This design comes from an exercise in tuning for small area on the open sky130 flow, not from production work.
Function was checked by simulation only, so behaviour that the tests miss may differ from the original.
The clock cells of run 4 come from the design's own scripts or RTL, not from TritonCTS.
No driver is modelled on the clock port, so clock power and skew are understated where the tree is cut down; a real chip needs a root buffer or a tree.
Power and IR drop assume default switching activity.

### flow/design.v
module hit_table (input logic ins, input logic [2:0] row, input logic [2:0] col, output logic [3:0] code);
always_comb
    if (!ins) code = 4'b0000;
    else case ({row, col})
        6'd0: code = 4'b1100;
        6'd1: code = 4'b0100;
        6'd2: code = 4'b0100;
        6'd3: code = 4'b0100;
        6'd4: code = 4'b0100;
        6'd5: code = 4'b0100;
        6'd6: code = 4'b0100;
        6'd7: code = 4'b1101;
        6'd8: code = 4'b1001;
        6'd9: code = 4'b1100;
        6'd10: code = 4'b0100;
        6'd11: code = 4'b0100;
        6'd12: code = 4'b0100;
        6'd13: code = 4'b0100;
        6'd14: code = 4'b1101;
        6'd15: code = 4'b1000;
        6'd16: code = 4'b1001;
        6'd17: code = 4'b1001;
        6'd18: code = 4'b1100;
        6'd19: code = 4'b0100;
        6'd20: code = 4'b0100;
        6'd21: code = 4'b1101;
        6'd22: code = 4'b1000;
        6'd23: code = 4'b1000;
        6'd24: code = 4'b1001;
        6'd25: code = 4'b1001;
        6'd26: code = 4'b1001;
        6'd27: code = 4'b1100;
        6'd28: code = 4'b1101;
        6'd29: code = 4'b1000;
        6'd30: code = 4'b1000;
        6'd31: code = 4'b1000;
        6'd32: code = 4'b1110;
        6'd33: code = 4'b1110;
        6'd34: code = 4'b1110;
        6'd35: code = 4'b1110;
        6'd36: code = 4'b0001;
        6'd37: code = 4'b0001;
        6'd38: code = 4'b0001;
        6'd39: code = 4'b0001;
        6'd40: code = 4'b1110;
        6'd41: code = 4'b1110;
        6'd42: code = 4'b1110;
        6'd43: code = 4'b0101;
        6'd44: code = 4'b0101;
        6'd45: code = 4'b0001;
        6'd46: code = 4'b0001;
        6'd47: code = 4'b0001;
        6'd48: code = 4'b1110;
        6'd49: code = 4'b1110;
        6'd50: code = 4'b0101;
        6'd51: code = 4'b0101;
        6'd52: code = 4'b0101;
        6'd53: code = 4'b0101;
        6'd54: code = 4'b0001;
        6'd55: code = 4'b0001;
        6'd56: code = 4'b1110;
        6'd57: code = 4'b0101;
        6'd58: code = 4'b0101;
        6'd59: code = 4'b0101;
        6'd60: code = 4'b0101;
        6'd61: code = 4'b0101;
        6'd62: code = 4'b0101;
        6'd63: code = 4'b0001;
        default: code = 4'b0000;
    endcase
endmodule
module sprite_rom (
    input logic ins,
    input logic left,
    input logic right,
    input logic up,
    input logic [4:0] row,
    input logic [4:0] col,
    output logic [3:0] idx
);
wire new_n19, new_n20, new_n21, new_n22, new_n23, new_n24, new_n25,
    new_n26, new_n27, new_n28, new_n29, new_n30, new_n31, new_n32, new_n33,
    new_n34, new_n35, new_n36, new_n37, new_n38, new_n39, new_n40, new_n41,
    new_n42, new_n43, new_n44, new_n45, new_n46, new_n47, new_n48, new_n49,
    new_n50, new_n51, new_n52, new_n53, new_n54, new_n55, new_n56, new_n57,
    new_n58, new_n59, new_n60, new_n61, new_n62, new_n63, new_n64, new_n65,
    new_n66, new_n67, new_n68, new_n69, new_n70, new_n71, new_n72, new_n73,
    new_n74, new_n75, new_n76, new_n77, new_n78, new_n79, new_n80, new_n81,
    new_n82, new_n83, new_n84, new_n85, new_n86, new_n87, new_n88, new_n89,
    new_n90, new_n91, new_n92, new_n93, new_n94, new_n95, new_n96, new_n97,
    new_n98, new_n99, new_n100, new_n101, new_n102, new_n103, new_n104,
    new_n105, new_n106, new_n107, new_n108, new_n109, new_n110, new_n111,
    new_n112, new_n113, new_n114, new_n115, new_n116, new_n117, new_n118,
    new_n119, new_n120, new_n121, new_n122, new_n123, new_n124, new_n125,
    new_n126, new_n127, new_n128, new_n129, new_n130, new_n131, new_n132,
    new_n133, new_n134, new_n135, new_n136, new_n137, new_n138, new_n139,
    new_n140, new_n141, new_n142, new_n143, new_n144, new_n145, new_n146,
    new_n147, new_n148, new_n149, new_n150, new_n151, new_n152, new_n153,
    new_n154, new_n155, new_n156, new_n157, new_n158, new_n159, new_n160,
    new_n161, new_n162, new_n163, new_n164, new_n165, new_n166, new_n167,
    new_n168, new_n169, new_n170, new_n171, new_n172, new_n173, new_n175,
    new_n176, new_n177, new_n178, new_n179, new_n180, new_n181, new_n182,
    new_n183, new_n184, new_n185, new_n186, new_n187, new_n188, new_n189,
    new_n190, new_n191, new_n192, new_n193, new_n194, new_n195, new_n196,
    new_n197, new_n198, new_n199, new_n200, new_n201, new_n202, new_n203,
    new_n204, new_n205, new_n206, new_n207, new_n208, new_n209, new_n210,
    new_n211, new_n212, new_n213, new_n214, new_n215, new_n216, new_n217,
    new_n218, new_n219, new_n220, new_n221, new_n222, new_n223, new_n224,
    new_n225, new_n226, new_n227, new_n228, new_n229, new_n230, new_n231,
    new_n232, new_n233, new_n234, new_n235, new_n236, new_n237, new_n238,
    new_n239, new_n240, new_n241, new_n242, new_n243, new_n244, new_n245,
    new_n246, new_n247, new_n248, new_n249, new_n250, new_n251, new_n252,
    new_n253, new_n254, new_n255, new_n256, new_n257, new_n258, new_n259,
    new_n260, new_n261, new_n262, new_n264, new_n265, new_n266, new_n267,
    new_n268, new_n269, new_n270, new_n271, new_n272, new_n273, new_n274,
    new_n275, new_n276, new_n277, new_n278, new_n279, new_n280, new_n281,
    new_n282, new_n283, new_n284, new_n285, new_n286, new_n287, new_n288,
    new_n289, new_n290, new_n291, new_n292, new_n293, new_n294, new_n295,
    new_n296, new_n297, new_n298, new_n299, new_n300, new_n301, new_n302,
    new_n303, new_n304, new_n305, new_n306, new_n307, new_n308, new_n309,
    new_n310, new_n312, new_n313, new_n314, new_n315, new_n316, new_n317,
    new_n318, new_n319, new_n320, new_n321, new_n322, new_n323, new_n324,
    new_n325, new_n326, new_n327, new_n328, new_n329, new_n330, new_n331,
    new_n332, new_n333, new_n334, new_n335, new_n336, new_n337, new_n338,
    new_n339, new_n340, new_n341, new_n342, new_n343, new_n344, new_n345,
    new_n346, new_n347, new_n348, new_n349;
  assign new_n19 = col[2] & ~col[1];
  assign new_n20 = ~col[2] & col[1];
  assign new_n21 = ~new_n19 & ~new_n20;
  assign new_n22 = col[4] & ~col[3];
  assign new_n23 = left & ~new_n22;
  assign new_n24 = ~row[1] & ~row[0];
  assign new_n25 = row[2] & ~new_n24;
  assign new_n26 = ~col[4] & col[3];
  assign new_n27 = ~left & ~new_n26;
  assign new_n28 = new_n25 & ~new_n27;
  assign new_n29 = ~new_n23 & new_n28;
  assign new_n30 = ~new_n21 & new_n29;
  assign new_n31 = ~new_n22 & ~new_n26;
  assign new_n32 = ~col[3] & ~col[2];
  assign new_n33 = col[3] & col[2];
  assign new_n34 = ~new_n32 & ~new_n33;
  assign new_n35 = col[3] & ~col[1];
  assign new_n36 = ~col[3] & col[1];
  assign new_n37 = ~new_n35 & ~new_n36;
  assign new_n38 = new_n34 & ~new_n37;
  assign new_n39 = ~new_n31 & ~new_n38;
  assign new_n40 = ~row[2] & new_n24;
  assign new_n41 = row[1] & row[0];
  assign new_n42 = row[2] & new_n41;
  assign new_n43 = ~new_n37 & new_n39;
  assign new_n44 = new_n42 & new_n43;
  assign new_n45 = ~new_n40 & ~new_n44;
  assign new_n46 = new_n39 & ~new_n45;
  assign new_n47 = ~new_n30 & ~new_n46;
  assign new_n48 = ~row[4] & ~new_n47;
  assign new_n49 = row[3] & ~new_n48;
  assign new_n50 = ~col[4] & ~col[2];
  assign new_n51 = col[4] & col[2];
  assign new_n52 = ~new_n50 & ~new_n51;
  assign new_n53 = left & ~col[1];
  assign new_n54 = ~left & col[1];
  assign new_n55 = ~new_n53 & ~new_n54;
  assign new_n56 = ~new_n52 & new_n55;
  assign new_n57 = ~new_n21 & ~new_n56;
  assign new_n58 = ~row[1] & ~new_n57;
  assign new_n59 = ~row[2] & ~row[1];
  assign new_n60 = ~row[2] & ~new_n50;
  assign new_n61 = ~left & col[4];
  assign new_n62 = left & col[2];
  assign new_n63 = ~new_n61 & ~new_n62;
  assign new_n64 = new_n60 & new_n63;
  assign new_n65 = ~new_n59 & ~new_n64;
  assign new_n66 = ~new_n58 & ~new_n65;
  assign new_n67 = row[2] & row[1];
  assign new_n68 = new_n37 & new_n67;
  assign new_n69 = ~new_n66 & ~new_n68;
  assign new_n70 = ~new_n31 & ~new_n69;
  assign new_n71 = row[4] & ~new_n70;
  assign new_n72 = ~left & ~right;
  assign new_n73 = ins & ~new_n72;
  assign new_n74 = new_n25 & ~new_n41;
  assign new_n75 = ~col[1] & ~col[0];
  assign new_n76 = col[1] & col[0];
  assign new_n77 = ~new_n75 & ~new_n76;
  assign new_n78 = ~new_n31 & new_n38;
  assign new_n79 = new_n77 & new_n78;
  assign new_n80 = new_n74 & new_n79;
  assign new_n81 = new_n39 & new_n42;
  assign new_n82 = ~row[4] & ~row[3];
  assign new_n83 = ~new_n81 & new_n82;
  assign new_n84 = ~new_n80 & new_n83;
  assign new_n85 = new_n73 & ~new_n84;
  assign new_n86 = ~new_n71 & new_n85;
  assign new_n87 = ~new_n49 & new_n86;
  assign new_n88 = ~new_n21 & ~new_n77;
  assign new_n89 = new_n34 & ~new_n88;
  assign new_n90 = up & ~new_n75;
  assign new_n91 = ~new_n77 & ~new_n90;
  assign new_n92 = new_n89 & new_n91;
  assign new_n93 = ~up & ~new_n31;
  assign new_n94 = new_n52 & ~new_n93;
  assign new_n95 = ~new_n19 & ~new_n88;
  assign new_n96 = up & ~new_n95;
  assign new_n97 = ~new_n94 & ~new_n96;
  assign new_n98 = ~new_n92 & new_n97;
  assign new_n99 = new_n89 & new_n98;
  assign new_n100 = ~new_n39 & ~new_n99;
  assign new_n101 = ~new_n52 & new_n90;
  assign new_n102 = ~col[3] & new_n76;
  assign new_n103 = new_n31 & ~new_n35;
  assign new_n104 = ~new_n102 & new_n103;
  assign new_n105 = up & new_n95;
  assign new_n106 = ~new_n104 & new_n105;
  assign new_n107 = ~new_n89 & ~new_n90;
  assign new_n108 = ~new_n106 & new_n107;
  assign new_n109 = ~new_n101 & ~new_n108;
  assign new_n110 = new_n100 & ~new_n109;
  assign new_n111 = ~up & ~new_n43;
  assign new_n112 = ~new_n100 & new_n111;
  assign new_n113 = ~new_n110 & ~new_n112;
  assign new_n114 = row[3] & new_n42;
  assign new_n115 = ~new_n113 & new_n114;
  assign new_n116 = new_n98 & ~new_n106;
  assign new_n117 = new_n74 & new_n116;
  assign new_n118 = new_n31 & ~new_n89;
  assign new_n119 = new_n21 & ~new_n90;
  assign new_n120 = new_n118 & new_n119;
  assign new_n121 = ~new_n117 & ~new_n120;
  assign new_n122 = ~new_n115 & new_n121;
  assign new_n123 = new_n99 & ~new_n122;
  assign new_n124 = ~new_n39 & ~new_n42;
  assign new_n125 = ~new_n81 & ~new_n124;
  assign new_n126 = ~row[2] & ~new_n41;
  assign new_n127 = ~new_n24 & new_n126;
  assign new_n128 = ~new_n42 & ~new_n127;
  assign new_n129 = new_n125 & ~new_n128;
  assign new_n130 = ~row[4] & row[3];
  assign new_n131 = ~new_n98 & new_n130;
  assign new_n132 = ~new_n129 & new_n131;
  assign new_n133 = new_n45 & new_n130;
  assign new_n134 = new_n98 & new_n133;
  assign new_n135 = ~new_n132 & ~new_n134;
  assign new_n136 = ~new_n123 & ~new_n135;
  assign new_n137 = ~new_n43 & ~new_n109;
  assign new_n138 = new_n116 & ~new_n137;
  assign new_n139 = new_n39 & ~new_n99;
  assign new_n140 = ~new_n126 & new_n139;
  assign new_n141 = row[4] & ~row[3];
  assign new_n142 = up & ~row[0];
  assign new_n143 = row[1] & new_n142;
  assign new_n144 = ~new_n42 & ~new_n143;
  assign new_n145 = new_n141 & new_n144;
  assign new_n146 = new_n140 & ~new_n145;
  assign new_n147 = ~new_n138 & new_n146;
  assign new_n148 = new_n126 & new_n138;
  assign new_n149 = ~new_n25 & ~new_n126;
  assign new_n150 = ~new_n34 & new_n93;
  assign new_n151 = new_n149 & ~new_n150;
  assign new_n152 = new_n139 & new_n151;
  assign new_n153 = new_n141 & ~new_n152;
  assign new_n154 = ~new_n148 & new_n153;
  assign new_n155 = ~new_n147 & new_n154;
  assign new_n156 = ~row[4] & new_n100;
  assign new_n157 = ins & new_n72;
  assign new_n158 = new_n42 & new_n98;
  assign new_n159 = new_n82 & ~new_n158;
  assign new_n160 = new_n157 & ~new_n159;
  assign new_n161 = ~new_n156 & new_n160;
  assign new_n162 = ~new_n155 & new_n161;
  assign new_n163 = ~new_n136 & new_n162;
  assign new_n164 = ~new_n87 & ~new_n163;
  assign new_n165 = ~new_n59 & ~new_n67;
  assign new_n166 = new_n106 & new_n165;
  assign new_n167 = ~row[2] & ~new_n100;
  assign new_n168 = new_n166 & ~new_n167;
  assign new_n169 = row[4] & row[3];
  assign new_n170 = up & ~new_n100;
  assign new_n171 = new_n67 & new_n170;
  assign new_n172 = new_n169 & ~new_n171;
  assign new_n173 = ~new_n168 & new_n172;
  assign idx[3] = ~new_n164 & ~new_n173;
  assign new_n175 = new_n26 & new_n95;
  assign new_n176 = new_n22 & ~new_n75;
  assign new_n177 = ~new_n20 & new_n176;
  assign new_n178 = new_n21 & ~new_n77;
  assign new_n179 = new_n52 & new_n178;
  assign new_n180 = ~new_n177 & ~new_n179;
  assign new_n181 = ~new_n175 & new_n180;
  assign new_n182 = ~up & ~new_n181;
  assign new_n183 = ~new_n106 & ~new_n182;
  assign new_n184 = ~row[2] & ~new_n183;
  assign new_n185 = ~new_n24 & new_n100;
  assign new_n186 = ~new_n184 & new_n185;
  assign new_n187 = ~new_n113 & new_n126;
  assign new_n188 = row[2] & ~new_n144;
  assign new_n189 = ~new_n187 & ~new_n188;
  assign new_n190 = ~new_n99 & new_n149;
  assign new_n191 = new_n189 & ~new_n190;
  assign new_n192 = ~new_n183 & ~new_n191;
  assign new_n193 = new_n186 & ~new_n192;
  assign new_n194 = ~new_n186 & ~new_n191;
  assign new_n195 = new_n141 & ~new_n194;
  assign new_n196 = ~new_n193 & new_n195;
  assign new_n197 = ~row[3] & ~new_n67;
  assign new_n198 = ~row[4] & ~new_n197;
  assign new_n199 = new_n122 & new_n198;
  assign new_n200 = new_n149 & new_n170;
  assign new_n201 = ~row[2] & ~new_n139;
  assign new_n202 = ~new_n200 & new_n201;
  assign new_n203 = ~new_n59 & ~new_n100;
  assign new_n204 = up & row[0];
  assign new_n205 = ~new_n98 & new_n204;
  assign new_n206 = ~new_n203 & ~new_n205;
  assign new_n207 = new_n82 & ~new_n206;
  assign new_n208 = ~new_n202 & new_n207;
  assign new_n209 = new_n100 & ~new_n166;
  assign new_n210 = row[1] & ~new_n116;
  assign new_n211 = row[1] & new_n39;
  assign new_n212 = ~new_n182 & ~new_n211;
  assign new_n213 = row[2] & ~new_n212;
  assign new_n214 = ~new_n210 & new_n213;
  assign new_n215 = new_n169 & ~new_n214;
  assign new_n216 = ~new_n209 & new_n215;
  assign new_n217 = new_n72 & ~new_n216;
  assign new_n218 = ~new_n208 & new_n217;
  assign new_n219 = ~new_n199 & new_n218;
  assign new_n220 = ~new_n196 & new_n219;
  assign new_n221 = ~new_n88 & new_n118;
  assign new_n222 = new_n25 & ~new_n44;
  assign new_n223 = ~new_n29 & ~new_n222;
  assign new_n224 = ~new_n221 & new_n223;
  assign new_n225 = ~new_n78 & ~new_n126;
  assign new_n226 = new_n77 & ~new_n225;
  assign new_n227 = ~new_n224 & ~new_n226;
  assign new_n228 = new_n130 & ~new_n227;
  assign new_n229 = ~new_n39 & ~new_n79;
  assign new_n230 = row[1] & new_n34;
  assign new_n231 = ~new_n37 & new_n59;
  assign new_n232 = ~new_n230 & ~new_n231;
  assign new_n233 = ~new_n55 & ~new_n232;
  assign new_n234 = ~row[2] & new_n233;
  assign new_n235 = new_n38 & ~new_n165;
  assign new_n236 = row[2] & ~row[1];
  assign new_n237 = ~new_n38 & new_n236;
  assign new_n238 = ~new_n235 & ~new_n237;
  assign new_n239 = ~new_n234 & new_n238;
  assign new_n240 = new_n141 & ~new_n239;
  assign new_n241 = ~row[1] & ~new_n34;
  assign new_n242 = ~row[2] & new_n241;
  assign new_n243 = new_n37 & new_n55;
  assign new_n244 = new_n242 & new_n243;
  assign new_n245 = row[1] & new_n38;
  assign new_n246 = new_n169 & ~new_n245;
  assign new_n247 = row[2] & ~new_n241;
  assign new_n248 = new_n246 & ~new_n247;
  assign new_n249 = ~new_n244 & new_n248;
  assign new_n250 = ~new_n240 & ~new_n249;
  assign new_n251 = ~new_n229 & ~new_n250;
  assign new_n252 = new_n126 & ~new_n129;
  assign new_n253 = new_n41 & new_n77;
  assign new_n254 = new_n221 & ~new_n253;
  assign new_n255 = ~new_n25 & new_n229;
  assign new_n256 = new_n82 & ~new_n255;
  assign new_n257 = ~new_n254 & new_n256;
  assign new_n258 = ~new_n252 & new_n257;
  assign new_n259 = ~new_n72 & ~new_n258;
  assign new_n260 = ~new_n251 & new_n259;
  assign new_n261 = ~new_n228 & new_n260;
  assign new_n262 = ins & ~new_n261;
  assign idx[2] = ~new_n220 & new_n262;
  assign new_n264 = new_n116 & new_n149;
  assign new_n265 = ~new_n135 & ~new_n264;
  assign new_n266 = new_n126 & ~new_n142;
  assign new_n267 = new_n113 & new_n266;
  assign new_n268 = ~new_n126 & ~new_n139;
  assign new_n269 = new_n145 & ~new_n268;
  assign new_n270 = ~new_n267 & new_n269;
  assign new_n271 = ~new_n265 & ~new_n270;
  assign new_n272 = ~new_n100 & ~new_n271;
  assign new_n273 = ~new_n100 & ~new_n236;
  assign new_n274 = ~new_n184 & new_n273;
  assign new_n275 = ~row[1] & ~new_n183;
  assign new_n276 = ~new_n168 & ~new_n275;
  assign new_n277 = ~new_n274 & new_n276;
  assign new_n278 = new_n169 & ~new_n277;
  assign new_n279 = row[2] & ~new_n41;
  assign new_n280 = new_n139 & new_n279;
  assign new_n281 = new_n41 & ~new_n98;
  assign new_n282 = ~new_n280 & ~new_n281;
  assign new_n283 = new_n258 & ~new_n282;
  assign new_n284 = new_n109 & ~new_n182;
  assign new_n285 = new_n25 & ~new_n284;
  assign new_n286 = new_n132 & ~new_n285;
  assign new_n287 = new_n72 & ~new_n286;
  assign new_n288 = ~new_n283 & new_n287;
  assign new_n289 = ~new_n278 & new_n288;
  assign new_n290 = ~new_n272 & new_n289;
  assign new_n291 = ~new_n39 & ~new_n224;
  assign new_n292 = new_n39 & ~new_n127;
  assign new_n293 = new_n223 & new_n292;
  assign new_n294 = new_n130 & ~new_n149;
  assign new_n295 = ~new_n293 & new_n294;
  assign new_n296 = ~new_n291 & new_n295;
  assign new_n297 = new_n82 & ~new_n126;
  assign new_n298 = new_n141 & ~new_n247;
  assign new_n299 = ~new_n233 & new_n298;
  assign new_n300 = ~new_n297 & ~new_n299;
  assign new_n301 = new_n125 & ~new_n300;
  assign new_n302 = ~new_n221 & new_n301;
  assign new_n303 = ~new_n230 & new_n238;
  assign new_n304 = ~new_n247 & ~new_n303;
  assign new_n305 = ~new_n229 & new_n246;
  assign new_n306 = ~new_n304 & new_n305;
  assign new_n307 = ~new_n72 & ~new_n306;
  assign new_n308 = ~new_n302 & new_n307;
  assign new_n309 = ~new_n296 & new_n308;
  assign new_n310 = ins & ~new_n309;
  assign idx[1] = ~new_n290 & new_n310;
  assign new_n312 = new_n40 & new_n130;
  assign new_n313 = ~new_n39 & new_n312;
  assign new_n314 = ~new_n301 & ~new_n313;
  assign new_n315 = ~new_n71 & ~new_n118;
  assign new_n316 = ~new_n314 & new_n315;
  assign new_n317 = new_n127 & ~new_n229;
  assign new_n318 = ~new_n30 & ~new_n317;
  assign new_n319 = new_n130 & ~new_n318;
  assign new_n320 = ~new_n43 & ~new_n305;
  assign new_n321 = row[4] & new_n247;
  assign new_n322 = ~new_n320 & new_n321;
  assign new_n323 = ~new_n319 & ~new_n322;
  assign new_n324 = ~new_n316 & new_n323;
  assign new_n325 = new_n73 & ~new_n324;
  assign new_n326 = new_n99 & ~new_n189;
  assign new_n327 = ~new_n128 & new_n138;
  assign new_n328 = new_n153 & ~new_n327;
  assign new_n329 = ~new_n326 & new_n328;
  assign new_n330 = ~new_n42 & ~new_n140;
  assign new_n331 = new_n109 & ~new_n330;
  assign new_n332 = new_n150 & new_n279;
  assign new_n333 = new_n82 & ~new_n332;
  assign new_n334 = ~new_n331 & new_n333;
  assign new_n335 = new_n130 & ~new_n200;
  assign new_n336 = new_n25 & new_n99;
  assign new_n337 = ~new_n40 & ~new_n336;
  assign new_n338 = new_n109 & ~new_n337;
  assign new_n339 = new_n34 & ~new_n183;
  assign new_n340 = ~new_n93 & ~new_n339;
  assign new_n341 = new_n127 & ~new_n340;
  assign new_n342 = ~new_n338 & ~new_n341;
  assign new_n343 = new_n335 & new_n342;
  assign new_n344 = new_n93 & new_n242;
  assign new_n345 = new_n215 & ~new_n344;
  assign new_n346 = new_n157 & ~new_n345;
  assign new_n347 = ~new_n343 & new_n346;
  assign new_n348 = ~new_n334 & new_n347;
  assign new_n349 = ~new_n329 & new_n348;
  assign idx[0] = new_n325 | new_n349;
endmodule
module palette (input logic [3:0] idx, input logic mode_sel, input logic invert,
                output logic dr, output logic [7:0] rgb);
logic [7:0] c;
always_comb
    case (idx)
        4'd13: c = 8'h46;
        4'd4: c = mode_sel ? 8'hc4 : 8'h65;
        4'd12: c = 8'h6d;
        4'd6: c = mode_sel ? 8'he4 : 8'had;
        4'd3: c = 8'hb6;
        4'd1: c = 8'hc5;
        4'd7: c = mode_sel ? 8'hca : 8'hd1;
        4'd11: c = 8'hd6;
        4'd14: c = 8'hda;
        4'd8: c = 8'hed;
        4'd2: c = 8'hfa;
        default: c = 8'h00;
    endcase
assign dr = (idx != 4'd0);
assign rgb = (invert && dr) ? 8'hff : c;
endmodule
module Player_Block_T (
    input  logic        clk,
    input  logic        resetN,
    input  logic [10:0] pixelX,
    input  logic [10:0] pixelY,
    input  logic        startOfFrame,
    input  logic        up_key,
    input  logic        down_key,
    input  logic        left_key,
    input  logic        right_key,
    input  logic        column_collision,
    input  logic [1:0]  speed_level,
    input  logic        mode_sel,
    input  logic        game_on,
    input  logic        player_hit,
    input  logic        turbo_pulse,
    output logic [10:0] player_topLeftX,
    output logic [10:0] player_topLeftY,
    output logic        playerDR,
    output logic [7:0]  playerRGB,
    output logic        player_invulnerable
);
localparam logic [2:0] IDLE_ST = 3'd0, MOVE_ST = 3'd1, SOF_ST = 3'd2, CHG_ST = 3'd3, LIM_ST = 3'd4;
localparam logic [3:0] HIT_EMPTY = 4'b0010;
logic [2:0]  st;
logic [10:0] x;
logic [9:0]  y;
logic [1:0]  spd;                       
logic        f_up, f_dn, f_lf, f_rt;    
logic        ydir, xdir;                
logic [3:0]  hit;                       
logic [3:0]  hit_code;                  
logic [2:0] amt;                        
assign amt = (spd == 2'd1) ? 3'd3 : (spd == 2'd2) ? 3'd4 : 3'd2;
logic [10:0] dxm;
logic [9:0]  dym;
assign dxm = (f_lf | f_rt) ? (xdir ? {8'd0, amt} : -{8'd0, amt}) : 11'd0;
assign dym = (f_up | f_dn) ? (ydir ? {7'd0, amt} : -{7'd0, amt}) : 10'd0;
wire in_move  = (st == MOVE_ST);
wire hit_open = (hit[1:0] != 2'b11) && (hit != HIT_EMPTY);
always_ff @(posedge clk or negedge resetN)
    if (!resetN) begin
        st  <= IDLE_ST;
        spd <= 2'd0;
        x   <= 11'd0;
        y   <= 10'd0;
    end else begin
        case (st)
            IDLE_ST: begin
                x <= 11'd30; y <= 10'd96;
                if (game_on) st <= MOVE_ST;
            end
            MOVE_ST: if (startOfFrame) st <= SOF_ST;
            SOF_ST: begin
                if (hit[3]) x[5:0] <= 6'd30;
                if (hit[2]) y[5:0] <= 6'd32;
                st <= CHG_ST;
            end
            CHG_ST: begin
                x <= x + dxm; y <= y + dym;
                spd <= speed_level;
                st <= LIM_ST;
            end
            default: begin
                if (x < 11'd30)   x <= 11'd30;
                if (x > 11'd1182) x <= 11'd1182;
                if (y < 10'd96)   y <= 10'd96;
                if (y > 10'd864)  y <= 10'd864;
                st <= game_on ? MOVE_ST : IDLE_ST;
            end
        endcase
    end
always_ff @(posedge clk) begin
    if (st == IDLE_ST || st == CHG_ST) begin
        f_up <= 1'b0; f_dn <= 1'b0; f_lf <= 1'b0; f_rt <= 1'b0;
    end else if (in_move) begin
        if (up_key)    f_up <= 1'b1;
        if (down_key)  f_dn <= 1'b1;
        if (left_key)  f_lf <= 1'b1;
        if (right_key) f_rt <= 1'b1;
        if (down_key && !f_dn)       ydir <= 1'b1;
        else if (up_key && !f_up)    ydir <= 1'b0;
        if (right_key && !f_rt)      xdir <= 1'b1;
        else if (left_key && !f_lf)  xdir <= 1'b0;
    end
    if (st == IDLE_ST || st == SOF_ST)
        hit <= HIT_EMPTY;
    else if (in_move && column_collision) begin
        if (hit == HIT_EMPTY)
            hit <= hit_code;
        else if (hit_open && hit_code != hit && hit_code != 4'b0000)
            hit <= {hit[3] | hit_code[3], hit[2] | hit_code[2], 2'b11};
    end
end
assign player_topLeftX = {1'b0, x[10:1]};
assign player_topLeftY = {2'b0, y[9:1]};
logic [10:0] dx;
logic [9:0]  dy;
assign dx = {1'b0, pixelX[9:0]} - {1'b0, x[10:1]};
assign dy = {1'b0, pixelY[8:0]} - {1'b0, y[9:1]};
logic       ins;
logic [4:0] ox, oy;
always_ff @(posedge clk or negedge resetN)
    if (!resetN) ins <= 1'b0;
    else         ins <= (dx[10:5] == 6'd0) && (dy[9:5] == 5'd0);
always_ff @(posedge clk) begin
    ox <= dx[4:0];
    oy <= dy[4:0];
end
logic [3:0] idx_n, hc_n, col_idx;
sprite_rom rom (.ins(ins), .left(left_key), .right(right_key), .up(up_key),
                .row(oy), .col(ox), .idx(idx_n));
hit_table ht (.ins(ins), .row(oy[4:2]), .col(ox[4:2]), .code(hc_n));
always_ff @(posedge clk) begin
    col_idx  <= idx_n;
    hit_code <= hc_n;
end
logic [4:0] s;
always_ff @(posedge clk or negedge resetN)
    if (!resetN)          s <= 5'd0;
    else if (s == 5'd0)   begin if (player_hit) s <= 5'd1; end
    else if (s == 5'd22)  s <= 5'd0;
    else if (turbo_pulse) s <= s + 5'd1;
assign player_invulnerable = (s != 5'd0);
palette pal (.idx(col_idx), .mode_sel(mode_sel), .invert(s[0]),
             .dr(playerDR), .rgb(playerRGB));
endmodule
### flow/flow/run.sh
#!/bin/bash
# Layout flow: the standard synthesis; then an area-oriented re-mapping of the
# combinational logic only (every register instance is kept as synthesis made it);
# then the standard layout steps, with single-strength port buffers and a
# lighter clock tree. Each tool's output goes to a log_*.log file here.
set -euo pipefail
HERE=$(pwd)
R=$HERE/orfs/results/sky130hd/Player_Block_T/base
LIB=$FLOW_HOME/platforms/sky130hd/lib/sky130_fd_sc_hd__tt_025C_1v80.lib

# 1. standard synthesis, unchanged
bash standard.sh synth > log_1_standard_synth.log 2>&1
cp "$R/1_2_yosys.v" "$HERE/standard_1_2_yosys.v"

# 2. re-map the combinational logic for area (registers are black boxes here)
DU=$(grep -o 'cell *( *"\{0,1\}sky130_fd_sc_hd__\(lpflow\|probe\|fill\)[a-z0-9_]*' "$LIB" \
     | sed 's/.*sky130/sky130/' | sort -u | sed 's/^/-dont_use /' | tr '\n' ' ')
sed -e "s|@LIB@|$LIB|g" -e "s|@DU@|$DU|" -e "s|@IN@|$HERE/standard_1_2_yosys.v|" \
    -e "s|@OUT@|$HERE/remapped_1_2_yosys.v|" -e "s|@ABC@|$HERE/flow/remap.abc|" \
    flow/remap.ys > remap_run.ys
yosys -s remap_run.ys > log_2_remap_yosys.log 2>&1
cp "$HERE/remapped_1_2_yosys.v" "$R/1_2_yosys.v"
touch "$R/1_2_yosys.v"

# 3. the rest of the standard layout
export BUFFER_PORTS_ARGS="-buffer_cell sky130_fd_sc_hd__buf_1"
export CTS_ARGS="-sink_clustering_enable -repair_clock_nets -buf_list sky130_fd_sc_hd__clkbuf_4 -dont_use_dummy_load"
bash standard.sh > log_3_standard_layout.log 2>&1
### flow/config.mk
export PLATFORM = sky130hd
export DESIGN_NAME = Player_Block_T
export DESIGN_NICKNAME = Player_Block_T
export VERILOG_FILES = /design/flow/design.v
export SDC_FILE = /design/flow/constraint.sdc
export NUM_CORES = 8
export LEC_CHECK = 0
export CAP_MARGIN = 20
export CORE_MARGIN = 2
export CORE_UTILIZATION = 40
export SLEW_MARGIN = 20
### flow/flow/remap.ys
# Re-map the combinational cells of the standard synthesis netlist for area.
# Register cells (and tie cells) stay black boxes, so they keep names and types.
read_liberty -ignore_miss_func @LIB@
blackbox sky130_fd_sc_hd__df* sky130_fd_sc_hd__edf* sky130_fd_sc_hd__sdf* sky130_fd_sc_hd__dl* sky130_fd_sc_hd__conb_1
read_verilog @IN@
hierarchy -top Player_Block_T
flatten
opt_clean
stat
abc -liberty @LIB@ @DU@ -script @ABC@
opt_clean -purge
hilomap -singleton -hicell sky130_fd_sc_hd__conb_1 HI -locell sky130_fd_sc_hd__conb_1 LO
splitnets
opt_clean -purge
stat -liberty @LIB@

write_verilog -noattr -noexpr -nohex -nodec @OUT@
# sanity check of the written netlist with the cells as black boxes
design -reset
read_liberty -lib @LIB@
read_verilog @OUT@
hierarchy -top Player_Block_T
check -assert
### flow/constraint.sdc
create_clock -name core_clock -period 10.0 [get_ports {clk}]
set_input_delay 2.0000 -clock core_clock [delete_from_list [all_inputs] [get_ports {clk}]]
set_output_delay 2.0000 -clock core_clock [all_outputs]
set_load 0.01 [all_outputs]
### flow/flow/remap.abc
strash
&get -n
&deepsyn -T 120
&put
dch -f
map -a
topo
dnsize
### flow/standard.sh
#!/bin/bash
# synth_recipe.tcl (not shown) runs the flow's synth.tcl, then flattens the netlist and writes it again
# the make line also repeats each setting of config.mk as NAME=value (left out here)
make -C /OpenROAD-flow-scripts/flow DESIGN_CONFIG=/design/flow/config.mk WORK_HOME=/design/flow/orfs CLKGATE_MAP_FILE= SYNTH_SCRIPT=/design/flow/synth_recipe.tcl "${@:-finish}"
==> results of run 1 <==
## tightest hold or removal path, cell delays in order (launching register included)
cell and delay [ns]:
dfxtp_1 0.32, clkinv_1 0.05, o22ai_1 0.06
## state kept, by name, indices dropped and copies added, names as in the netlist
register,flops
col_idx,4
f_dn,1
f_lf,1
f_rt,1
f_up,1
hit,4
hit_code,4
ins,1
ox,5
oy,5
s,5
spd,2
st,3
x,11
xdir,1
y,10
ydir,1
## worst max path at each step
stage          startpoint           end  cells after the start  slack [ns]
2_1_floorplan    mode_sel  playerRGB[1]                      6        5.28
3_3_place_gp       up_key    col_idx[2]                     16        4.17
3_5_place_dp       up_key    col_idx[2]                     17        4.35
4_1_cts            up_key    col_idx[2]                     17        4.76
5_1_grt            up_key    col_idx[2]                     17        4.25
6_report           up_key    col_idx[2]                     17        4.48
## area by class of cell
cell class | instances | area, sq um | area share, %
Sequential cell | 60 | 1380 | 28.1
Multi-Input combinational cell | 523 | 2580 | 52.4
Inverter | 130 | 488 | 9.92
Tap cell | 140 | 175 | 3.56
Clock buffer | 9 | 67.6 | 1.37
Timing Repair Buffer | 61 | 230 | 4.68
## per-layer routing
layer	track usage [%]	share of wire (%)	wire [microns]
met1	29.7	43	5950
met2	37.6	46	6310
met3	5.16	8.3	1140
met4	9.31	2.7	367
met5	0	0	0
## where the power goes
group | internal, mW | switching [mW]
combinational | 0.279 | 0.671
clock | 0.0418 | 0.0741
sequential | 0.316 | 0.109
==> qor.csv, run 1 <==
metric,value,unit
status,"complete, no violations",
FF-to-FF Start,ox[4],
DR iter-0 viols,576,
maximum number of pins on one net before global-route repair,33,
area delta synth->final,10.8,%
"Top cell by count, worst path",nor2_1,
CTS tree,built,
io pins,68,
worst min-delay path class,reg2reg,
dpl cells,914,
H-tree Lvls,3,
Vias,5105,
GRT Util Overall,23.1,%
max-slew violations,0,
CP cell instances,buf_1 > o21ai_0 > o21ai_0 > o31ai_1 > o21ai_0 > clkinv_1 > nor3_1 > nor2_1 > clkinv_1 > nor2_1 > o21bai_1 > nor2_1 > nand2_1 > o211ai_1 > nor2_1 > a2111oi_0 > nor3_1,
"slowest stage delay, CP",0.60,ns
Post-Layout Inst Area,0.00492,sq mm
most frequent cells in the layout,"clkinv_1 (130), nor2_1 (129), nand2_1 (107), a21oi_1 (68), o21ai_0 (67)",
Reg2Reg Depth,18,
die area,0.0120,sq mm
clk slew on worst S/H paths,0.08,ns
CTS Buf Count,9,
min Tclk post-route,5.52,ns
WS Path Type,in2reg,
crit path capture type,flip-flop,
Setup WS post-layout,4.48,ns
dpl hpwl,10.8,mm
Max rail drop VDD,0.137,mV
placed inst area,0.00485,sq mm
Tcrit/Tclk final,55.2,%
pre-CTS setup slack,4.35,ns
Placer Congestion,1.03,
P_leak,1.87,nW
initial antenna violation count,0,
CP startpoint kind,input pin,
max cap viols,0,
syn avg cell area,6.24,sq um
Yosys warning count,3,
Inserted Diodes,0,
share of layout cells above drive strength 1,1.53,%
fillers,1142,
global-route wire length before repair,21.6,mm
aggregate global routing overflow,0,
count of input and output buffers,61,
final hold vios,0,
Routed WL,13.8,mm
critical path required time,10.25,ns
Cells after Synth,711,
Hold EP,f_dn,
Critical Path AT,5.78,ns
Clock Sinks,60,
DIE WIDTH,109,microns
post-CTS sizing,0,
vias in the first global route,4586,
Max Clock Skew,0.0267,ns
HP Start,f_dn,
Fin Hold WS,0.479,ns
worst hold stages,2,
core region area,0.0108,sq mm
Mapped Area,0.00444,sq mm
PwrDens,303,mW/mm^2
Final Power,1.49,mW
Nets,821,
drt wl/cell,14.9,microns
Crit path buffers/inverters,3,
Clock Tree Buf Depth,2,
Post-CTS Setup Bufs,0,
RR Endpoint,col_idx[2],
Sum Neg Setup Slack,0,ns
Non-Filler Instances,923,
worst slew pin tran,0.926,ns
"slowest stage cell, crit path",nor3_1,
max frequency,0.181,GHz
Crit path max-delay family,compound AO/OA/AOI/OAI gates,
Core Rows,38,
DR pass1 iterations,5,
DIE HEIGHT,109,microns
drc violations,0,
via-per-instance ratio,5.53,
Crit Path Max Fanout,12,
Util after Layout,45.4,%
Initial Utilization,41.0,%
setup repair after global routing missed its margin,no,
clock latency (worst-skew pair),0.39,ns
"commonest non-fill, non-tap cell in the layout",clkinv_1,
CTS Root Cell,clkbuf_4,
Worst R2R Setup Slack,5.25,ns
hold_buf cts,0,
count of final setup violators,0,
post-route ant nets,0,
normalized max-slew margin,37.6,%
==> inputs of run 2 (changes only) <==
--- a/flow/flow/run.sh
+++ b/flow/flow/run.sh
@@ -26,3 +26,3 @@
 export BUFFER_PORTS_ARGS="-buffer_cell sky130_fd_sc_hd__buf_1"
-export CTS_ARGS="-sink_clustering_enable -repair_clock_nets -buf_list sky130_fd_sc_hd__clkbuf_4 -dont_use_dummy_load"
+export CTS_ARGS="-sink_clustering_enable -sink_clustering_size 30 -sink_clustering_max_diameter 300 -repair_clock_nets -buf_list sky130_fd_sc_hd__clkbuf_8 -dont_use_dummy_load"
 bash standard.sh > log_3_standard_layout.log 2>&1
==> flow/flow/remap.abc (replaced) <==
strash
&get -n
&deepsyn -T 120
&put
dch -f
amap
topo
dnsize
==> qor.csv, run 2 <==
metric,value,unit
post-CTS sizing,0,
GRT Util Overall,23.8,%
max cap viols,0,
worst slew pin tran,0.886,ns
H-tree Lvls,3,
fillers,1083,
Reg2Reg Depth,20,
hold_buf cts,0,
share of layout cells above drive strength 1,1.52,%
DIE HEIGHT,108,microns
Sum Neg Setup Slack,0,ns
Clock Tree Buf Depth,2,
Max rail drop VDD,0.114,mV
crit path capture type,flip-flop,
via-per-instance ratio,5.79,
post-route ant nets,0,
global-route wire length before repair,21.8,mm
CTS tree,built,
Clock Sinks,60,
Vias,4968,
count of input and output buffers,61,
Initial Utilization,41.6,%
die area,0.0116,sq mm
"slowest stage cell, crit path",nor3_1,
status,"complete, no violations",
CP startpoint kind,input pin,
io pins,68,
drt wl/cell,15.7,microns
"slowest stage delay, CP",0.63,ns
Placer Congestion,0.986,
Largest regs,"x: 11 flops, y: 10 flops",
RR Endpoint,col_idx[0],
Crit path buffers/inverters,4,
Max Clock Skew,0.0333,ns
worst min-delay path class,reg2reg,
Yosys warning count,3,
Setup WS post-layout,4.46,ns
pre-CTS setup slack,4.35,ns
most frequent cells in the layout,"nor2_1 (142), clkinv_1 (106), o21ai_0 (69), buf_1 (60), nand2_1 (57)",
CTS Root Cell,clkbuf_8,
Critical Path AT,5.82,ns
CTS Buf Count,9,
Core Rows,37,
DR iter-0 viols,370,
"commonest non-fill, non-tap cell in the layout",nor2_1,
Fin Hold WS,0.475,ns
Cells after Synth,649,
Worst R2R Setup Slack,4.85,ns
core region area,0.0104,sq mm
HP Start,f_lf,
Routed WL,13.5,mm
drc violations,0,
WS Path Type,in2reg,
syn avg cell area,6.64,sq um
area delta synth->final,12.5,%
Nets,760,
PwrDens,286,mW/mm^2
DR pass1 iterations,7,
vias in the first global route,4617,
maximum number of pins on one net before global-route repair,33,
Mapped Area,0.00431,sq mm
placed inst area,0.00472,sq mm
Crit path max-delay family,simple AND/OR/NAND/NOR gates,
max-slew violations,0,
max frequency,0.181,GHz
Final Power,1.39,mW
Inserted Diodes,0,
min Tclk post-route,5.54,ns
final hold vios,0,
P_leak,1.77,nW
dpl hpwl,10.6,mm
worst hold stages,2,
DIE WIDTH,108,microns
CP cell instances,buf_1 > clkinv_1 > nor2_1 > o21ai_0 > nand2_1 > clkinv_1 > nor3_1 > a21oi_1 > clkinv_1 > o21ai_0 > o221ai_1 > a211oi_1 > nor4_1 > nor2_1 > nor2_1,
aggregate global routing overflow,0,
critical path required time,10.28,ns
Top reg by flops,x,
FF-to-FF Start,ox[2],
normalized max-slew margin,40.9,%
initial antenna violation count,0,
Hold EP,f_lf,
count of final setup violators,0,
setup repair after global routing missed its margin,no,
Post-Layout Inst Area,0.00485,sq mm
Crit Path Max Fanout,9,
clk slew on worst S/H paths,0.06,ns
Tcrit/Tclk final,55.4,%
clock latency (worst-skew pair),0.36,ns
Largest register FFs,11,
Post-CTS Setup Bufs,0,
## run 2: worst register-to-register path, delay by kind of cell (launching register included)
kind	cells	cell delay, ns
flip-flops	1	0.55
AO/OA/AOI/OAI	6	1.82
buffers and inverters	5	1.12
AND/OR/NAND/NOR	9	1.61
## run 2: worst max-delay path by stage
stage          cells after the start     start            to  slack (ns)
6_report                          15    up_key    col_idx[0]        4.46
5_1_grt                           15    up_key    col_idx[0]        4.27
4_1_cts                           15    up_key    col_idx[0]        4.70
3_5_place_dp                      15    up_key    col_idx[0]        4.35
3_3_place_gp                      15    up_key    col_idx[0]        4.24
2_1_floorplan                      7  mode_sel  playerRGB[1]        5.21
## run 2: layout make-up
type / instances / area [sq um] / share of cell area (%)
clock buffer: 9 / 124 / 2.55
inverter: 106 / 398 / 8.21
multi-input combinational: 485 / 2540 / 52.3
sequential: 60 / 1380 / 28.5
tap: 136 / 170 / 3.51
timing repair buffer: 62 / 238 / 4.90
## run 2: through the flow
stage | util [%] | cells
finish | 46.8 | 858
global route | 46.8 | 858
CTS | 46.8 | 858
detailed placement | 45.6 | 849
global placement | 45.6 | 849
floorplan | - | 651
## run 2: layer usage
layer / part of all wire, % / global-route usage, % / up-vias / wire length, microns
li1: - / - / 2475 / -
met1: 44 / 30.3 / 2258 / 5870
met2: 47 / 40.1 / 209 / 6380
met3: 7.0 / 4.36 / 26 / 942
met4: 2.2 / 8.97 / 0 / 291
met5: 0 / 0 / - / 0
## run 2: power by group
| group | internal, mW | total (mW) | switching, mW |
|---|---|---|---|
| logic | 0.255 | 0.817 | 0.562 |
| clock network | 0.0795 | 0.160 | 0.0810 |
| registers | 0.310 | 0.408 | 0.0973 |
| total | 0.645 | 1.39 | 0.740 |
==> inputs of run 3 (changes only) <==
--- a/flow/config.mk
+++ b/flow/config.mk
@@ -9,3 +9,4 @@
 export CORE_MARGIN = 2
-export CORE_UTILIZATION = 40
+export CORE_UTILIZATION = 65
+export PLACE_DENSITY = 0.75
 export SLEW_MARGIN = 20
==> qor.csv, run 3 <==
metric,value,unit
status,"complete, no violations",
Vias,5342,
worst slew pin tran,0.904,ns
GRT Util Overall,38.3,%
core region area,0.00639,sq mm
P_leak,1.77,nW
Nets,760,
Crit path buffers/inverters,4,
max frequency,0.188,GHz
Sum Neg Setup Slack,0,ns
via-per-instance ratio,6.69,
hold_buf cts,0,
Initial Utilization,67.5,%
placed inst area,0.00465,sq mm
DIE WIDTH,85.4,microns
initial antenna violation count,0,
normalized max-slew margin,39.7,%
fillers,476,
Yosys warning count,3,
"commonest non-fill, non-tap cell in the layout",nor2_1,
Inserted Diodes,0,
global-route wire length before repair,22.5,mm
count of input and output buffers,61,
share of layout cells above drive strength 1,1.52,%
Max Clock Skew,0.0267,ns
DR pass1 iterations,6,
Clock Tree Buf Depth,2,
min Tclk post-route,5.31,ns
Core Rows,29,
Placer Congestion,1.09,
Max rail drop VDD,0.204,mV
crit path capture type,flip-flop,
dpl hpwl,10.1,mm
clk slew on worst S/H paths,0.06,ns
CP startpoint kind,input pin,
FF-to-FF Start,ox[2],
CTS Root Cell,clkbuf_8,
clock latency (worst-skew pair),0.34,ns
area delta synth->final,10.8,%
post-CTS sizing,0,
Crit Path Max Fanout,9,
Routed WL,13.8,mm
Post-Layout Inst Area,0.00477,sq mm
WS Path Type,in2reg,
Critical Path AT,5.58,ns
count of final setup violators,0,
Hold EP,f_lf,
worst hold stages,2,
"slowest stage delay, CP",0.62,ns
most frequent cells in the layout,"nor2_1 (142), clkinv_1 (106), o21ai_0 (69), buf_1 (60), nand2_1 (57)",
"slowest stage cell, crit path",nor3_1,
H-tree Lvls,3,
worst min-delay path class,reg2reg,
Cells after Synth,649,
drc violations,0,
Tcrit/Tclk final,53.1,%
Largest register FFs,11,
Top reg by flops,x,
CTS tree,built,
Reg area,0.00138,sq mm
CP cell instances,buf_1 > clkinv_1 > nor2_1 > o21ai_0 > nand2_1 > clkinv_1 > nor3_1 > a21oi_1 > clkinv_1 > o21ai_0 > o221ai_1 > a211oi_1 > nor4_1 > nor2_1 > nor2_1,
maximum number of pins on one net before global-route repair,33,
Reg2Reg Depth,20,
post-route ant nets,0,
die area,0.00730,sq mm
HP Start,f_lf,
drt wl/cell,17.2,microns
Clock Sinks,60,
io pins,68,
Worst R2R Setup Slack,4.98,ns
final hold vios,0,
setup repair after global routing missed its margin,no,
Crit path max-delay family,simple AND/OR/NAND/NOR gates,
DIE HEIGHT,85.4,microns
Largest regs,"x: 11 flops, y: 10 flops",
RR Endpoint,col_idx[0],
multi-input logic area,0.00254,sq mm
max-slew violations,0,
PwrDens,294,mW/mm^2
aggregate global routing overflow,0,
CTS Buf Count,9,
Mapped Area,0.00431,sq mm
vias in the first global route,4887,
max cap viols,0,
syn avg cell area,6.64,sq um
Post-CTS Setup Bufs,0,
DR iter-0 viols,720,
critical path required time,10.27,ns
## run 3: cell counts in the layout (fill, tap and decap cells not counted)
No cell type changed its count.
## run 3: power breakdown
part	total (mW)	leakage [nW]	switching [mW]	internal (mW)
Clock	0.164	0.0647	0.0838	0.0799
Combinational	0.831	1.07	0.576	0.255
Sequential	0.409	0.629	0.0989	0.310
## run 3: worst max-delay path by stage
| stage | start | end | slack (ns) | cells after the start |
|---|---|---|---|---|
| final | up_key | col_idx[0] | 4.69 | 15 |
| after global routing | up_key | col_idx[0] | 4.44 | 15 |
| after CTS | mode_sel | playerRGB[1] | 4.86 | 9 |
| after detailed placement | up_key | col_idx[0] | 4.59 | 15 |
| after global placement | up_key | col_idx[0] | 4.43 | 15 |
| after floorplan | mode_sel | playerRGB[1] | 5.21 | 7 |
## run 3: stage by stage
step	worst slack, ns	total power, mW	hold WS (ns)	cells	util (%)
finish	4.69	1.40	0.482	799	74.8
CTS	4.86	1.36	0.477	799	74.8
global route	4.44	1.50	0.499	799	74.8
detailed placement	4.59	1.18	0.464	790	72.8
floorplan	5.21	0.958	0.448	651	-
global placement	4.43	1.17	0.463	790	72.8
## run 3: cell type report
class                      instances  share of cell area (%)
multi-input combinational        485                    53.1
sequential                        60                    28.9
inverter                         106                    8.33
timing repair buffer              62                    4.98
clock buffer                       9                    2.59
tap                               77                    2.02
## run 3: per-layer routing
metal / wire, microns / vias up / global-route usage [%]
li1: - / 2475 / -
met1: 5270 / 2371 / 49.7
met2: 6310 / 430 / 62.2
met3: 1680 / 66 / 8.56
met4: 527 / 0 / 15.6
met5: 0 / - / 0
## run 3: tightest hold or removal path: stages (launching register included)
cell and delay [ns]:
dfxtp_1 0.31, clkinv_1 0.05, o22ai_1 0.07
==> inputs of run 4 (changes only) <==
==> flow/flow/run.sh (replaced) <==
#!/bin/bash
# Layout flow: the standard synthesis; then an area-oriented re-mapping of the
# combinational logic only (every register instance is kept as synthesis made it);
# then the standard layout steps, with single-strength port buffers and a
# lighter clock tree (flow/cts_hook.tcl). Each tool's output goes to a log_*.log file here.
set -euo pipefail
HERE=$(pwd)
R=$HERE/orfs/results/sky130hd/Player_Block_T/base

# 1. standard synthesis, unchanged
bash standard.sh synth > log_1_standard_synth.log 2>&1
cp "$R/1_2_yosys.v" "$HERE/standard_1_2_yosys.v"

# 2. re-map the combinational logic for area (registers are black boxes here);
#    8 runs with different optimisation seeds, the smallest netlist is kept
bash flow/remap.sh "$HERE/standard_1_2_yosys.v" "$HERE/remapped_1_2_yosys.v" "$HERE/remap" 8 120 \
    > log_2_remap.log 2>&1
cp "$HERE/remapped_1_2_yosys.v" "$R/1_2_yosys.v"
touch "$R/1_2_yosys.v"

# 3. the rest of the standard layout
export BUFFER_PORTS_ARGS="-buffer_cell sky130_fd_sc_hd__buf_1"
export PRE_CTS_TCL="$HERE/flow/cts_hook.tcl"
export FLOW_CLK_K=4
export FLOW_CLK_SLEW_PS=105
bash standard.sh > log_3_standard_layout.log 2>&1
==> flow/flow/cts_hook.tcl (new file) <==
rename clock_tree_synthesis __orfs_clock_tree_synthesis
proc clock_tree_synthesis { args } {
  set block [ord::get_db_block]
  set port_net [[$block findBTerm clk] getNet]
  set master [[ord::get_db] findMaster sky130_fd_sc_hd__clkbuf_4]
  set k $::env(FLOW_CLK_K)
  set pins {}
  foreach it [$port_net getITerms] {
    set loc [[$it getInst] getLocation]
    lappend pins [list $it [lindex $loc 0] [lindex $loc 1]]
  }
  set n [llength $pins]
  # k-means, seeded with pins spread along x+y order
  set sorted [lsort -integer -index 1 $pins]
  set cx {}; set cy {}
  for {set c 0} {$c < $k} {incr c} {
    set p [lindex $sorted [expr {int(($c + 0.5) * $n / $k)}]]
    lappend cx [lindex $p 1]; lappend cy [lindex $p 2]
  }
  for {set iter 0} {$iter < 50} {incr iter} {
    set assign {}
    foreach p $pins {
      set best 0; set bd 1e30
      for {set c 0} {$c < $k} {incr c} {
        set dx [expr {[lindex $p 1] - [lindex $cx $c]}]; set dy [expr {[lindex $p 2] - [lindex $cy $c]}]
        set d [expr {abs($dx) + abs($dy)}]
        if {$d < $bd} { set bd $d; set best $c }
      }
      lappend assign $best
    }
    for {set c 0} {$c < $k} {incr c} { set sx($c) 0; set sy($c) 0; set sn($c) 0 }
    foreach p $pins a $assign {
      set sx($a) [expr {$sx($a) + [lindex $p 1]}]; set sy($a) [expr {$sy($a) + [lindex $p 2]}]; incr sn($a)
    }
    set ncx {}; set ncy {}
    for {set c 0} {$c < $k} {incr c} {
      if {$sn($c) > 0} { lappend ncx [expr {$sx($c) / $sn($c)}]; lappend ncy [expr {$sy($c) / $sn($c)}] } else { lappend ncx [lindex $cx $c]; lappend ncy [lindex $cy $c] }
    }
    set cx $ncx; set cy $ncy
  }
  for {set c 0} {$c < $k} {incr c} {
    if {$sn($c) == 0} continue
    set buf [odb::dbInst_create $block $master clkbuf_leaf_$c]
    set net [odb::dbNet_create $block clknet_leaf_$c]
    $net setSigType CLOCK
    [$buf findITerm A] connect $port_net
    [$buf findITerm X] connect $net
    $buf setLocation [lindex $cx $c] [lindex $cy $c]
    $buf setPlacementStatus PLACED
    set nets($c) $net
  }
  foreach p $pins a $assign {
    set it [lindex $p 0]
    $it disconnect
    $it connect $nets($a)
  }
  set_propagated_clock [all_clocks]
  foreach size {8 16 none} {
    estimate_parasitics -placement
    set upsized 0
    for {set c 0} {$c < $k} {incr c} {
      if {$sn($c) == 0} continue
      set worst 0
      foreach it [$nets($c) getITerms] {
        if {[$it isOutputSignal]} continue
        set pin [get_pins [[$it getInst] getName]/[[$it getMTerm] getName]]
        set sl [expr {[get_property $pin slew_max] * 1000.0}]
        if {$sl > $worst} { set worst $sl }
      }
      set bufinst [$block findInst clkbuf_leaf_$c]
      puts "clock buffer $c ([[$bufinst getMaster] getName]) drives $sn($c) clock pins, worst slew [format %.1f $worst] ps"
      if {$worst > $::env(FLOW_CLK_SLEW_PS) && $size ne "none"} {
        $bufinst swapMaster [[ord::get_db] findMaster sky130_fd_sc_hd__clkbuf_$size]
        set upsized 1
      }
    }
    if {!$upsized} break
  }
  unset_propagated_clock [all_clocks]
}
==> flow/flow/remap.abc (replaced) <==
strash
&get -n
&deepsyn -T @T@ -S @SEED@
&put
dch -f
amap
topo
dnsize
==> flow/flow/remap.sh (new file) <==
#!/bin/bash
# remap.sh IN.v OUT.v WORKDIR NSEEDS SECONDS
# Re-maps the combinational logic of IN.v for area NSEEDS times in parallel, each
# with its own seed for ABC's &deepsyn, and keeps the smallest result as OUT.v.
set -euo pipefail
IN=$1; OUT=$2; W=$3; NS=$4; T=$5
HERE=$(cd "$(dirname "$0")" && pwd)
LIB=$FLOW_HOME/platforms/sky130hd/lib/sky130_fd_sc_hd__tt_025C_1v80.lib
DU=$(grep -o 'cell *( *"\{0,1\}sky130_fd_sc_hd__\(lpflow\|probe\|fill\)[a-z0-9_]*' "$LIB" \
     | sed 's/.*sky130/sky130/' | sort -u | sed 's/^/-dont_use /' | tr '\n' ' ')
mkdir -p "$W"
for ((s = 0; s < NS; s++)); do
  sed -e "s|@SEED@|$s|g" -e "s|@T@|$T|g" "$HERE/remap.abc" > "$W/remap_$s.abc"
  sed -e "s|@LIB@|$LIB|g" -e "s|@DU@|$DU|" -e "s|@IN@|$IN|" \
      -e "s|@OUT@|$W/remapped_$s.v|" -e "s|@ABC@|$W/remap_$s.abc|" \
      "$HERE/remap.ys" > "$W/remap_$s.ys"
  (yosys -s "$W/remap_$s.ys" > "$W/log_remap_yosys_$s.log" 2>&1 || true) &
done
wait
best=""; best_area=""
for ((s = 0; s < NS; s++)); do
  a=$(grep 'Chip area' "$W/log_remap_yosys_$s.log" | tail -1 | grep -o '[0-9.]*$' || true)
  if [[ -n "$a" ]] && grep -q "Found and reported 0 problems" "$W/log_remap_yosys_$s.log"; then
    echo "seed $s: area $a"
    if [[ -z "$best" ]] || (( $(echo "$a < $best_area" | bc -l) )); then best=$s; best_area=$a; fi
  else
    echo "seed $s: failed"
  fi
done
[[ -n "$best" ]] || { echo "no re-mapping succeeded"; exit 1; }
echo "keeping seed $best (area $best_area)"
cp "$W/remapped_$best.v" "$OUT"
==> qor.csv, run 4 <==
metric,value,unit
DIE WIDTH,85.0,microns
Critical Path AT,5.77,ns
setup repair after global routing missed its margin,no,
area delta synth->final,9.92,%
Post-CTS Setup Bufs,0,
core region area,0.00635,sq mm
Crit Path Max Fanout,12,
critical path required time,10.09,ns
post-CTS sizing,0,
global-route wire length before repair,22.1,mm
normalized max-slew margin,41.6,%
min Tclk post-route,5.68,ns
Post-Layout Inst Area,0.00468,sq mm
sequential power share,30.1,%
Routed WL,13.2,mm
initial antenna violation count,0,
"commonest non-fill, non-tap cell in the layout",nor2_1,
crit path capture type,flip-flop,
Max Clock Skew,0.0244,ns
Top reg by flops,x,
Yosys warning count,3,
max frequency,0.176,GHz
final hold vios,0,
Sum Neg Setup Slack,0,ns
syn avg cell area,6.71,sq um
Fin Hold WS,0.477,ns
hold_buf cts,0,
most frequent cells in the layout,"nor2_1 (122), clkinv_1 (110), o21ai_0 (70), buf_1 (60), nand2_1 (50)",
count of final setup violators,0,
worst min-delay path class,reg2reg,
Mapped Area,0.00426,sq mm
PwrDens,277,mW/mm^2
Max rail drop VDD,0.230,mV
DR pass1 iterations,6,
count of input and output buffers,61,
vias in the first global route,4837,
max cap viols,0,
CP startpoint kind,input pin,
max-slew violations,0,
Sw Share,53.4,%
Core Rows,29,
Inserted Diodes,0,
Largest register FFs,11,
Gate power share,61.7,%
GRT Util Overall,36.4,%
pre-CTS setup slack,4.39,ns
placed inst area,0.00462,sq mm
post-route ant nets,0,
drc violations,0,
Initial Utilization,67.1,%
io pins,68,
WS Path Type,in2reg,
clock network power share,8.3,%
Placer Congestion,1.09,
Nets,743,
Cells after Synth,635,
share of layout cells above drive strength 1,1.13,%
worst slew pin tran,0.876,ns
Psw,0.694,mW
die area,0.00722,sq mm
aggregate global routing overflow,0,
Largest regs,"x: 11 flops, y: 10 flops",
P_leak,1.68,nW
clk slew on worst S/H paths,0.10,ns
DIE HEIGHT,85.0,microns
clock latency (worst-skew pair),0.16,ns
Tcrit/Tclk final,56.8,%
Vias,5157,
dpl hpwl,10.2,mm
DR iter-0 viols,496,
cell internal pwr,0.605,mW
fillers,508,
status,"complete, no violations",
drt wl/cell,16.9,microns
Setup WS post-layout,4.32,ns
maximum number of pins on one net before global-route repair,33,
via-per-instance ratio,6.59,
run 4: per-layer routing:
layer	vias up	global-route usage [%]	part of all wire (%)
met2	347	62.8	47
met5	-	0	0
li1	2436	-	-
met3	78	2.14	9.3
met4	0	17.9	5.4
met1	2296	46.6	38
run 4: power by group through the flow:
stage / clock [mW] / combinational, mW / sequential, mW
2_1_floorplan: 0 / 0.558 / 0.376
3_3_place_gp: 0 / 0.749 / 0.389
6_report: 0.107 / 0.801 / 0.390
4_1_cts: 0.0813 / 0.767 / 0.393
3_5_place_dp: 0 / 0.762 / 0.393
5_1_grt: 0.115 / 0.884 / 0.400
run 4: stage by stage:
step	utilization [%]	total power [mW]	instances
6_report	73.8	1.30	782
5_1_grt	73.8	1.40	782
4_1_cts	73.8	1.24	782
3_5_place_dp	72.7	1.15	778
3_3_place_gp	72.7	1.14	778
2_1_floorplan	-	0.934	637
run 4: layout make-up:
| type | count | area [sq um] | area share (%) |
|---|---|---|---|
| repair buffers | 64 | 253 | 5.40 |
| well taps | 77 | 96.3 | 2.06 |
| plain buffers | 4 | 66.3 | 1.42 |
| inverters | 110 | 413 | 8.81 |
| multi-input cells | 467 | 2470 | 52.8 |
| flip-flops and latches | 60 | 1380 | 29.5 |
run 4: worst max-delay path: stages:
cell and delay (ns):
buf_1 0.06, buf_4 0.20, clkinv_1 0.31, o32ai_1 0.50, clkinv_1 0.22, nand3_1 0.25, o21ai_0 0.20, nand2_1 0.13
clkinv_1 0.06, o32ai_1 0.20, o311a_1 0.23, nor2_1 0.07, o41ai_1 0.55, o21a_1 0.21, a31oi_1 0.04, a311oi_1 0.33
nor2_1 0.08, nor3_1 0.13
run 4: path summary, 6_finish.rpt:
kind	slack [ns]	cells past startpoint	startpoint	to
min	0.48	2	f_rt	f_rt
min reg2reg	0.48	2	f_rt	f_rt
max	4.32	18	up_key	col_idx[0]
max reg2reg	5.34	20	ox[4]	col_idx[0]
min in group asynchronous	1.93	1	resetN	s[0]
max in group asynchronous	7.49	1	resetN	x[10]

==> afterwards: timing with drivers on the ports <==
How much do the figures lean on ideal ports? The routed layouts below were timed once more, with nothing changed but the port constraints.
Step 1 (the two cells are an assumption about what drives the block):
set clk [get_ports {clk}]
set_driving_cell -lib_cell sky130_fd_sc_hd__clkbuf_16 $clk
set_driving_cell -lib_cell sky130_fd_sc_hd__buf_2 [delete_from_list [all_inputs] $clk]
Step 2 moves the port delays by t, midway between the first and last clock arrival at a register: inputs arrive t later, outputs are due t later. That takes back most of the time a late clock gives input paths.
Three values: ideal, step 1, step 2; two values: the first two.
run | shift t [ns] | setup slack, ns | latest minus earliest clock arrival (ns) | worst slew at a driven data input, ns
run 1 | 0.408 | 4.477 / 4.482 / 4.074 | 0.027 / 0.027 | 0.04
run 2 | 0.373 | 4.461 / 4.470 / 4.097 | 0.033 / 0.033 | 0.04
run 3 | 0.359 | 4.687 / 4.692 / 4.333 | 0.027 / 0.027 | 0.05
run 4 | 0.212 | 4.320 / 4.360 / 4.148 | 0.025 / 0.024 | 0.05
After both steps setup and hold are still met in every run listed. The setup slack of run 1, which loses most, moves by +0.005 ns with the drivers and by -0.403 ns with both steps.
